Source: an optimization exercise on an open RTL-to-GDS flow (aim: small area and a short achievable clock period). Production flows keep margins and buffers that such runs may drop. The RTL of this run was laid out without a check of its function. Power is estimated from default activity; no workload was simulated.

File: flow/flow/run.sh
#!/bin/bash
# Own layout flow: the standard ORFS flow with two changes.
#  - Synthesis: ADDER_MAP_FILE is left empty, so Yosys does not extract full/half adder cells
#    before ABC and ABC maps the adders' gates itself (faster, no larger). Everything else in
#    the standard synthesis, and so every register, its name and cell type, is unchanged.
#  - Placement: every port still gets a buffer, but sky130_fd_sc_hd__buf_1 instead of the delay
#    cell buffer_ports picks by default; the resizer upsizes these where timing needs it.
# Each step's full log is under orfs/logs/; make's own output goes to standard_finish.log.
set -euo pipefail
export BUFFER_PORTS_ARGS="-buffer_cell sky130_fd_sc_hd__buf_1"
bash standard.sh ADDER_MAP_FILE= finish > standard_finish.log 2>&1
File: flow/standard.sh
#!/bin/bash
# synth_recipe.tcl (not shown) runs the flow's synth.tcl, then flattens the netlist and writes it again
# the make line also repeats each setting of config.mk as NAME=value (left out here)
make -C /OpenROAD-flow-scripts/flow DESIGN_CONFIG=/design/flow/config.mk WORK_HOME=/design/flow/orfs CLKGATE_MAP_FILE= SYNTH_SCRIPT=/design/flow/synth_recipe.tcl "${@:-finish}"
File: flow/config.mk
export PLATFORM = sky130hd
export DESIGN_NAME = Controller
export DESIGN_NICKNAME = Controller
export VERILOG_FILES = /design/flow/design.v
export SDC_FILE = /design/flow/constraint.sdc
export NUM_CORES = 4
export LEC_CHECK = 0
export ABC_AREA = 1
export CAP_MARGIN = 20
export CORE_MARGIN = 2
export CORE_UTILIZATION = 45
export SETUP_SLACK_MARGIN = 2.5
export SLEW_MARGIN = 20
File: flow/constraint.sdc
create_clock -name core_clock -period 9.0 [get_ports {CLK}]
set_input_delay 1.8000 -clock core_clock [delete_from_list [all_inputs] [get_ports {CLK}]]
set_output_delay 1.8000 -clock core_clock [all_outputs]
set_load 0.01 [all_outputs]
File: flow/design.v
module Controller (CLK, reset, busIn, instrIn, imemAddr, out);
input CLK;
input reset;
input [31:0] busIn;
input [15:0] instrIn;
output [15:0] imemAddr;
output [106:0] out;
reg [15:0] pc;
reg [31:0] acc;
reg mode;
wire [7:0] op  = instrIn[15:8];
wire [7:0] imm = instrIn[7:0];
wire lo_ok  = (op[7:4] == 4'h0);       
wire hi_ok  = (op[7:4] == 4'h1);       
wire [3:0] o = op[3:0];
wire o_br   = hi_ok & (o == 4'h0);
wire o_brz  = hi_ok & (o == 4'h1);
wire o_brnz = hi_ok & (o == 4'h2);
wire o_exit = hi_ok & (o == 4'h3);
wire o_st   = lo_ok & (o == 4'h9);
wire busform = lo_ok & ((o == 4'h1) | (o == 4'h3) | (o == 4'h7) | (o == 4'ha) | (o == 4'hc) | (o == 4'he));
wire m0 = ~mode;
wire [31:0] b = mode ? busIn : {24'b0, imm};
wire sub = mode ? (op[1] & op[0]) : (op[2] & ~op[0]);
wire [31:0] bx = b ^ {32{sub}};
wire [31:0] p0 = acc ^ bx;
wire [31:0] g0 = acc & bx;
wire [31:0] sum;
wire [31:0] cin_v;    
add32 u_add (.a(acc), .b(bx), .cin(sub), .s(sum), .c(cin_v));
function [31:0] rev32(input [31:0] x);
  integer k;
  for (k = 0; k < 32; k = k + 1) rev32[k] = x[31-k];
endfunction
wire dir_l = op[0];                  
wire [31:0] sh_in = dir_l ? acc : rev32(acc);
wire [31:0] x4 = sh_in << imm[3:0];
wire n4 = imm[4];
reg f_add, f_shl, f_shr;
reg [3:0] f_t;
always @* begin
  {f_add, f_shl, f_shr} = 3'b0;
  f_t = 4'b1100;                                   
  if (mode)
    case (o)
      4'h1, 4'h3: begin f_add = 1'b1; f_t = 4'b0110; end    
      4'h7: f_t = 4'b0101;                         
      4'ha: f_t = 4'b1000;                         
      4'hc: f_t = 4'b1110;                         
      4'he: f_t = 4'b0110;                         
      default: ;
    endcase
  else
    case (o)
      4'h2, 4'h4: begin f_add = 1'b1; f_t = 4'b0110; end
      4'h5: begin f_shl = 1'b1; f_t = 4'b0000; end
      4'h6: begin f_shr = 1'b1; f_t = 4'b0000; end
      4'h8: f_t = 4'b1010;                         
      4'hb: f_t = 4'b1000;
      4'hd: f_t = 4'b1110;
      4'hf: f_t = 4'b0110;
      default: ;
    endcase
end
wire s_add  = lo_ok & f_add;
wire s_shl  = lo_ok & f_shl;
wire s_shr  = lo_ok & f_shr;
wire [3:0] t = lo_ok ? f_t : 4'b1100;
wire [31:0] lut = (~acc & ~bx & {32{t[0]}}) | (~acc & bx & {32{t[1]}}) | (acc & ~bx & {32{t[2]}}) | (acc & bx & {32{t[3]}});
wire [31:0] acc_n = (lut ^ ({32{s_add}} & cin_v))
                  | ({32{s_shl & ~n4}} & x4)
                  | ({32{s_shl &  n4}} & {x4[15:0], 16'b0})
                  | ({32{s_shr & ~n4}} & rev32(x4))
                  | ({32{s_shr &  n4}} & {16'b0, rev32({x4[15:0], 16'b0})} );
wire zero  = ~|acc;
wire taken = m0 & (o_br | (o_brz & zero) | (o_brnz & ~zero));
wire hold  = m0 & busform;
wire [7:0] inc_lo = taken ? imm : {7'b0, ~hold};
wire neg = taken & imm[7];
wire [7:0] lp = pc[7:0] ^ inc_lo;
wire [7:0] lg = pc[7:0] & inc_lo;
wire [7:0] lc;    
assign lc[0] = lg[0];
assign lc[1] = lg[1] | (lp[1] & lg[0]);
wire g32 = lg[3] | (lp[3] & lg[2]);
wire p32 = lp[3] & lp[2];
assign lc[2] = lg[2] | (lp[2] & lc[1]);
assign lc[3] = g32 | (p32 & lc[1]);
wire g54 = lg[5] | (lp[5] & lg[4]);
wire p54 = lp[5] & lp[4];
wire g76 = lg[7] | (lp[7] & lg[6]);
wire p76 = lp[7] & lp[6];
wire g74 = g76 | (p76 & g54);
wire p74 = p76 & p54;
assign lc[4] = lg[4] | (lp[4] & lc[3]);
assign lc[5] = g54 | (p54 & lc[3]);
wire g64 = lg[6] | (lp[6] & g54);
wire p64 = lp[6] & p54;
assign lc[6] = g64 | (p64 & lc[3]);
assign lc[7] = g74 | (p74 & lc[3]);
wire [7:0] lo = lp ^ {lc[6:0], 1'b0};
wire up = lc[7] & ~neg;
wire dn = ~lc[7] & neg;
wire [7:0] ones, zeros;    
assign ones[0] = 1'b1;
assign zeros[0] = 1'b1;
genvar gi;
generate for (gi = 1; gi < 8; gi = gi + 1) begin : g_hi
  assign ones[gi]  = ones[gi-1] & pc[8+gi-1];
  assign zeros[gi] = zeros[gi-1] & ~pc[8+gi-1];
end endgenerate
wire [7:0] hi = pc[15:8] ^ (({8{up}} & ones) | ({8{dn}} & zeros));
wire [15:0] pc_n = {hi, lo};
wire st = m0 & o_st;
wire rd = m0 & busform;
assign imemAddr = pc;
assign out = {(st | rd) ? imm : 8'b0, rd, st, st ? acc : 32'b0,
              acc_n, pc_n, instrIn, m0 & o_exit};
always @(posedge CLK)
  if (reset) begin
    pc   <= 16'b0;
    acc  <= 32'b0;
    mode <= 1'b0;
  end else begin
    pc   <= pc_n;
    acc  <= acc_n;
    mode <= rd;
  end
endmodule
module add32(input [31:0] a, input [31:0] b, input cin, output [31:0] s, output [31:0] c);
wire [31:0] p0 = a ^ b;
wire [31:0] g0 = a & b;
wire gc0 = g0[0] | (p0[0] & cin);
wire g_0 = g0[1] | (p0[1] & gc0);
wire g_1 = g0[3] | (p0[3] & g0[2]);
wire p_1 = p0[3] & p0[2];
wire g_2 = g0[5] | (p0[5] & g0[4]);
wire p_2 = p0[5] & p0[4];
wire g_3 = g0[7] | (p0[7] & g0[6]);
wire p_3 = p0[7] & p0[6];
wire g_4 = g0[9] | (p0[9] & g0[8]);
wire p_4 = p0[9] & p0[8];
wire g_5 = g0[11] | (p0[11] & g0[10]);
wire p_5 = p0[11] & p0[10];
wire g_6 = g0[13] | (p0[13] & g0[12]);
wire p_6 = p0[13] & p0[12];
wire g_7 = g0[15] | (p0[15] & g0[14]);
wire p_7 = p0[15] & p0[14];
wire g_8 = g0[17] | (p0[17] & g0[16]);
wire p_8 = p0[17] & p0[16];
wire g_9 = g0[19] | (p0[19] & g0[18]);
wire p_9 = p0[19] & p0[18];
wire g_10 = g0[21] | (p0[21] & g0[20]);
wire p_10 = p0[21] & p0[20];
wire g_11 = g0[23] | (p0[23] & g0[22]);
wire p_11 = p0[23] & p0[22];
wire g_12 = g0[25] | (p0[25] & g0[24]);
wire p_12 = p0[25] & p0[24];
wire g_13 = g0[27] | (p0[27] & g0[26]);
wire p_13 = p0[27] & p0[26];
wire g_14 = g0[29] | (p0[29] & g0[28]);
wire p_14 = p0[29] & p0[28];
wire g_15 = g0[31] | (p0[31] & g0[30]);
wire p_15 = p0[31] & p0[30];
wire g_16 = g_1 | (p_1 & g_0);
wire g_17 = g_3 | (p_3 & g_2);
wire p_17 = p_3 & p_2;
wire g_18 = g_5 | (p_5 & g_4);
wire p_18 = p_5 & p_4;
wire g_19 = g_7 | (p_7 & g_6);
wire p_19 = p_7 & p_6;
wire g_20 = g_9 | (p_9 & g_8);
wire p_20 = p_9 & p_8;
wire g_21 = g_11 | (p_11 & g_10);
wire p_21 = p_11 & p_10;
wire g_22 = g_13 | (p_13 & g_12);
wire p_22 = p_13 & p_12;
wire g_23 = g_15 | (p_15 & g_14);
wire p_23 = p_15 & p_14;
wire g_24 = g_17 | (p_17 & g_16);
wire g_25 = g_19 | (p_19 & g_18);
wire p_25 = p_19 & p_18;
wire g_26 = g_21 | (p_21 & g_20);
wire p_26 = p_21 & p_20;
wire g_27 = g_23 | (p_23 & g_22);
wire p_27 = p_23 & p_22;
wire g_28 = g_25 | (p_25 & g_24);
wire g_29 = g_27 | (p_27 & g_26);
wire p_29 = p_27 & p_26;
wire g_30 = g_29 | (p_29 & g_28);
wire g_31 = g_26 | (p_26 & g_28);
wire g_32 = g_18 | (p_18 & g_24);
wire g_33 = g_20 | (p_20 & g_28);
wire g_34 = g_22 | (p_22 & g_31);
wire g_35 = g_2 | (p_2 & g_16);
wire g_36 = g_4 | (p_4 & g_24);
wire g_37 = g_6 | (p_6 & g_32);
wire g_38 = g_8 | (p_8 & g_28);
wire g_39 = g_10 | (p_10 & g_33);
wire g_40 = g_12 | (p_12 & g_31);
wire g_41 = g_14 | (p_14 & g_34);
wire g_42 = g0[2] | (p0[2] & g_0);
wire g_43 = g0[4] | (p0[4] & g_16);
wire g_44 = g0[6] | (p0[6] & g_35);
wire g_45 = g0[8] | (p0[8] & g_24);
wire g_46 = g0[10] | (p0[10] & g_36);
wire g_47 = g0[12] | (p0[12] & g_32);
wire g_48 = g0[14] | (p0[14] & g_37);
wire g_49 = g0[16] | (p0[16] & g_28);
wire g_50 = g0[18] | (p0[18] & g_38);
wire g_51 = g0[20] | (p0[20] & g_33);
wire g_52 = g0[22] | (p0[22] & g_39);
wire g_53 = g0[24] | (p0[24] & g_31);
wire g_54 = g0[26] | (p0[26] & g_40);
wire g_55 = g0[28] | (p0[28] & g_34);
wire g_56 = g0[30] | (p0[30] & g_41);
assign s[0] = p0[0] ^ cin;
assign c[0] = cin;
assign s[1] = p0[1] ^ gc0;
assign c[1] = gc0;
assign s[2] = p0[2] ^ g_0;
assign c[2] = g_0;
assign s[3] = p0[3] ^ g_42;
assign c[3] = g_42;
assign s[4] = p0[4] ^ g_16;
assign c[4] = g_16;
assign s[5] = p0[5] ^ g_43;
assign c[5] = g_43;
assign s[6] = p0[6] ^ g_35;
assign c[6] = g_35;
assign s[7] = p0[7] ^ g_44;
assign c[7] = g_44;
assign s[8] = p0[8] ^ g_24;
assign c[8] = g_24;
assign s[9] = p0[9] ^ g_45;
assign c[9] = g_45;
assign s[10] = p0[10] ^ g_36;
assign c[10] = g_36;
assign s[11] = p0[11] ^ g_46;
assign c[11] = g_46;
assign s[12] = p0[12] ^ g_32;
assign c[12] = g_32;
assign s[13] = p0[13] ^ g_47;
assign c[13] = g_47;
assign s[14] = p0[14] ^ g_37;
assign c[14] = g_37;
assign s[15] = p0[15] ^ g_48;
assign c[15] = g_48;
assign s[16] = p0[16] ^ g_28;
assign c[16] = g_28;
assign s[17] = p0[17] ^ g_49;
assign c[17] = g_49;
assign s[18] = p0[18] ^ g_38;
assign c[18] = g_38;
assign s[19] = p0[19] ^ g_50;
assign c[19] = g_50;
assign s[20] = p0[20] ^ g_33;
assign c[20] = g_33;
assign s[21] = p0[21] ^ g_51;
assign c[21] = g_51;
assign s[22] = p0[22] ^ g_39;
assign c[22] = g_39;
assign s[23] = p0[23] ^ g_52;
assign c[23] = g_52;
assign s[24] = p0[24] ^ g_31;
assign c[24] = g_31;
assign s[25] = p0[25] ^ g_53;
assign c[25] = g_53;
assign s[26] = p0[26] ^ g_40;
assign c[26] = g_40;
assign s[27] = p0[27] ^ g_54;
assign c[27] = g_54;
assign s[28] = p0[28] ^ g_34;
assign c[28] = g_34;
assign s[29] = p0[29] ^ g_55;
assign c[29] = g_55;
assign s[30] = p0[30] ^ g_41;
assign c[30] = g_41;
assign s[31] = p0[31] ^ g_56;
assign c[31] = g_56;
endmodule
==> run summary <==
==> stage by stage <==
| stage | instance area [µm²] | power (µW) | std cells |
|---|---|---|---|
| after floorplan | 8200 | 407 | 1527 |
| after global routing | 9220 | 792 | 1880 |
| after global placement | 8720 | 476 | 1853 |
| after detailed placement | 8720 | 476 | 1853 |
| after CTS | 8940 | 749 | 1862 |
| final | 9220 | 763 | 1881 |
==> cells in the mapped netlist, types with 6 or more instances <==
cell,count
nand2_2,23
buf_6,7
o21ai_1,17
inv_2,14
nor2_2,9
nor2_1,162
o22ai_1,25
or2_2,8
clkbuf_1,32
mux2i_1,37
buf_4,22
buf_2,17
o221ai_1,12
nand2_1,458
a21oi_1,71
dfxtp_1,49
o211ai_1,19
a31oi_1,21
nand3b_1,6
nand4_1,20
inv_1,180
nand3_1,95
buf_1,6
xor2_1,12
o21ai_0,121
==> worst max-delay path by stage <==
stage,from,end,slack (ns),cells past startpoint
after CTS,instrIn[9],out[42],2.49,14
after global placement,instrIn[9],out[42],2.26,14
after global routing,instrIn[8],out[63],2.44,23
after detailed placement,instrIn[9],out[42],2.24,14
final,instrIn[8],out[37],2.53,12
after floorplan,instrIn[9],out[59],3.54,22
==> logic make-up after synthesis <==
kind of cell    after synthesis  synth area share
flops                        49             0.120
xor+xnor                     19            0.0221
fa+ha+maj                     1           0.00122
buf+inv                     284             0.152
simple gates                810             0.423
compound gates              327             0.237
mux                          37            0.0452
==> layout make-up <==
class / count / area (µm²) / area share
Antenna cell: 1 / 2.50 / 0.000271
Clock buffer: 5 / 125 / 0.0136
Clock inverter: 3 / 68.8 / 0.00746
Inverter: 198 / 773 / 0.0838
Multi-Input combinational cell: 1195 / 6060 / 0.657
Sequential cell: 49 / 982 / 0.106
Tap cell: 229 / 287 / 0.0311
Timing Repair Buffer: 198 / 905 / 0.0981
Timing Repair inverter: 3 / 17.5 / 0.00190
==> report_power, final <==
group / internal (µW) / switching (µW)
clock: 161 / 111
sequential: 222 / 8.20
combinational: 76.5 / 184
total: 460 / 304
==> repair_timing <==
item / in CTS / in global routing
gates resized for setup: 6 / 33
gates cloned: 1 / 3
pin swaps: 0 / 2
setup endpoints to repair: 30 / 33
setup buffers: 0 / 14
endpoints found under the hold margin: 0 / 0
==> layer usage <==
layer | track usage | wire, µm
met5 | 0 | 51
met2 | 0.558 | 15700
met1 | 0.443 | 14300
met3 | 0.0501 | 3470
met4 | 0.159 | 1630
==> worst register-to-register path, stage by stage (launching register included) <==
cell	delay, ns
dfxtp_2	0.96
inv_2	0.34
nand3_4	0.29
nand2_8	0.11
buf_4	0.16
nand2_1	0.07
nand2_1	0.07
nor2_1	0.17
a21oi_1	0.08
nand2_2	0.11
nand2_1	0.07
nand2_2	0.12
nand2_2	0.06
nand2_2	0.12
nand2_1	0.08
nand2_2	0.10
nand2_1	0.07
nand2_2	0.09
nand2_1	0.07
nand2_1	0.08
nand2_1	0.05
o21ai_1	0.07
nand3_1	0.12
nand2_1	0.09
inv_1	0.05
==> state kept, by name, indices dropped and copies added (netlist names) <==
signal	cells
mode	1
acc	32
pc	16
==> results.sh <==
export IMPL_outcome="no timing/DRC/antenna violations"
export IMPL_ff2ff_path_depth=24
export IMPL_wl_per_cell_um=18.7
export IMPL_ant_nets=0
export IMPL_grt_use_total=0.341
export IMPL_portBuffers=172
export IMPL_initial_core_util=0.458
export IMPL_max_vdd_ir_drop_uv=81.0
export IMPL_relSlewSlack=0.257
export IMPL_synth_ff_type="dfxtp_1"
export IMPL_max_freq_ghz=0.155
export IMPL_rows=49
export IMPL_firstDrtPassIters=8
export IMPL_yosysSeqAreaShare=0.120
export IMPL_leakage_uw=0.00428
export IMPL_cp_required_ns=7.20
export IMPL_yosysWarningCount=1
export IMPL_critPathMaxFanout=65
export IMPL_vias=10792
export IMPL_vias_per_cell=5.74
export IMPL_cts_max_level=2
export IMPL_synth_edf_count=0
export IMPL_drt_iter0_drc=1178
export IMPL_netlist_instances=1527
export IMPL_yosysTopAreaCell="nand2_1"
export IMPL_dp_slack_ns=2.24
export IMPL_postSynthAreaPerCell_um2=5.37
export IMPL_synth_cell_types=60
export IMPL_slew_viol_final=0
export IMPL_whs_ns=0.540
export IMPL_clk_latency_ns=0.33
export IMPL_numCtsBuffers=5
export IMPL_finalWirelength_um=35200
export IMPL_synth_top_cell_area_share=0.210
export IMPL_reg2reg_slack_ns=5.27
export IMPL_die_area_mm2=0.0193
export IMPL_cp_cell_sequence="buf_2 -> buf_12 -> o21ai_0 -> mux2i_1 -> mux2i_1 -> o21ai_0 -> nor2_1 -> a31oi_1 -> o22ai_1 -> a21oi_1 -> o221ai_1 -> buf_1"
export IMPL_crit_path_start_kind="primary input"
export IMPL_final_layout_size_suffix_gt1_frac=0.0824
export IMPL_crit_arrival_ns=4.67
export IMPL_cp_slowest_stage_delay_ns=0.39
export IMPL_clkTransAtPathRegs_ns=0.08
export IMPL_hold_path_depth=2
export IMPL_die_h_um=139
export IMPL_mostFrequentLayoutCell="nand2_1"
export IMPL_critPathCaptureType="primary output"
export IMPL_layout_common_cells="458 x nand2_1, 177 x inv_1, 169 x buf_1"
export IMPL_r2r_start="mode"
export IMPL_cts_sinks=49
export IMPL_crit_slowest_cell="a31oi_1"
export IMPL_p_per_area_mw_per_mm2=82.8
export IMPL_hpwl_um=26200
export IMPL_grt_setup_unrepaired="true"
export IMPL_skew_ns=0.0225
export IMPL_period_share=0.718
export IMPL_worst_slew_pin_transition_ns=1.11
export IMPL_grt_pass1_wl_um=52400
export IMPL_utilization=0.515
export IMPL_cts_root_buf="clkbuf_16"
export IMPL_cts_tree="done"
export IMPL_setup_slack_ns=2.53
export IMPL_nNetsFinal=1700
export IMPL_area_growth_pct=12.4
export IMPL_setup_viol=0
export IMPL_cts_max_path_buffers=2
export IMPL_synth_seq_cells=49
export IMPL_grt_pass1_vias=9447
export IMPL_die_w_um=139
export IMPL_crit_type="in2out"
export IMPL_min_from="pc[15]"
export IMPL_fillers=2019
export IMPL_antenna_found_initial=1
export IMPL_core_mm2=0.0179
export IMPL_ios=173
export IMPL_period_minus_slack_ns=6.47
export IMPL_grt_max_degree=66
export IMPL_finalSetupTns_ns=0
export IMPL_hold_viol_final=0
export IMPL_ctsHoldBuffers=0
export IMPL_critPathBufInv=3
export IMPL_async_reset_ff_frac=0
export IMPL_drc=0
export IMPL_gr_total_overflow=0
export IMPL_synth_area_mm2=0.00820
export IMPL_hold_path_class="reg2reg"
export IMPL_drv_cap=0
export IMPL_synth_nets=1577
export IMPL_synth_area_leaders="nand2_1 21%, dfxtp_1 12%, inv_1 8.2%"
export IMPL_place_congestion=1.07
export IMPL_worst_r2r_endpoint="acc[30]"
export IMPL_whs_endpoint="pc[15]"
export IMPL_critPathTopFamily="compound AO/OA/AOI/OAI gates"

[what the ideal ports hide]
The results above use ideal ports. As a check the final layout listed here was re-extracted and re-timed, cells and wires unchanged. Step 1 assumes that a clkbuf_16 drives the clock port and a buf_2 every other input. Step 2 times the ports against the registers' clock, not the clock port: input delays grow and output delays shrink by t, the midpoint of the rising clock arrivals with the driver on. Three values: ideal, step 1, step 2; two values: the first two.
shift t [ns]: 0.365
setup WS [ns]: 2.534 / 2.512 / 2.512
worst setup path after step 2: input to output
clock arrival spread, ns: 0.022 / 0.022
worst slew at a driven data input, ns: 0.04
After both steps this run still meets setup and hold. The setup slack of this run moves by -0.022 ns with the drivers and by -0.022 ns with both steps.
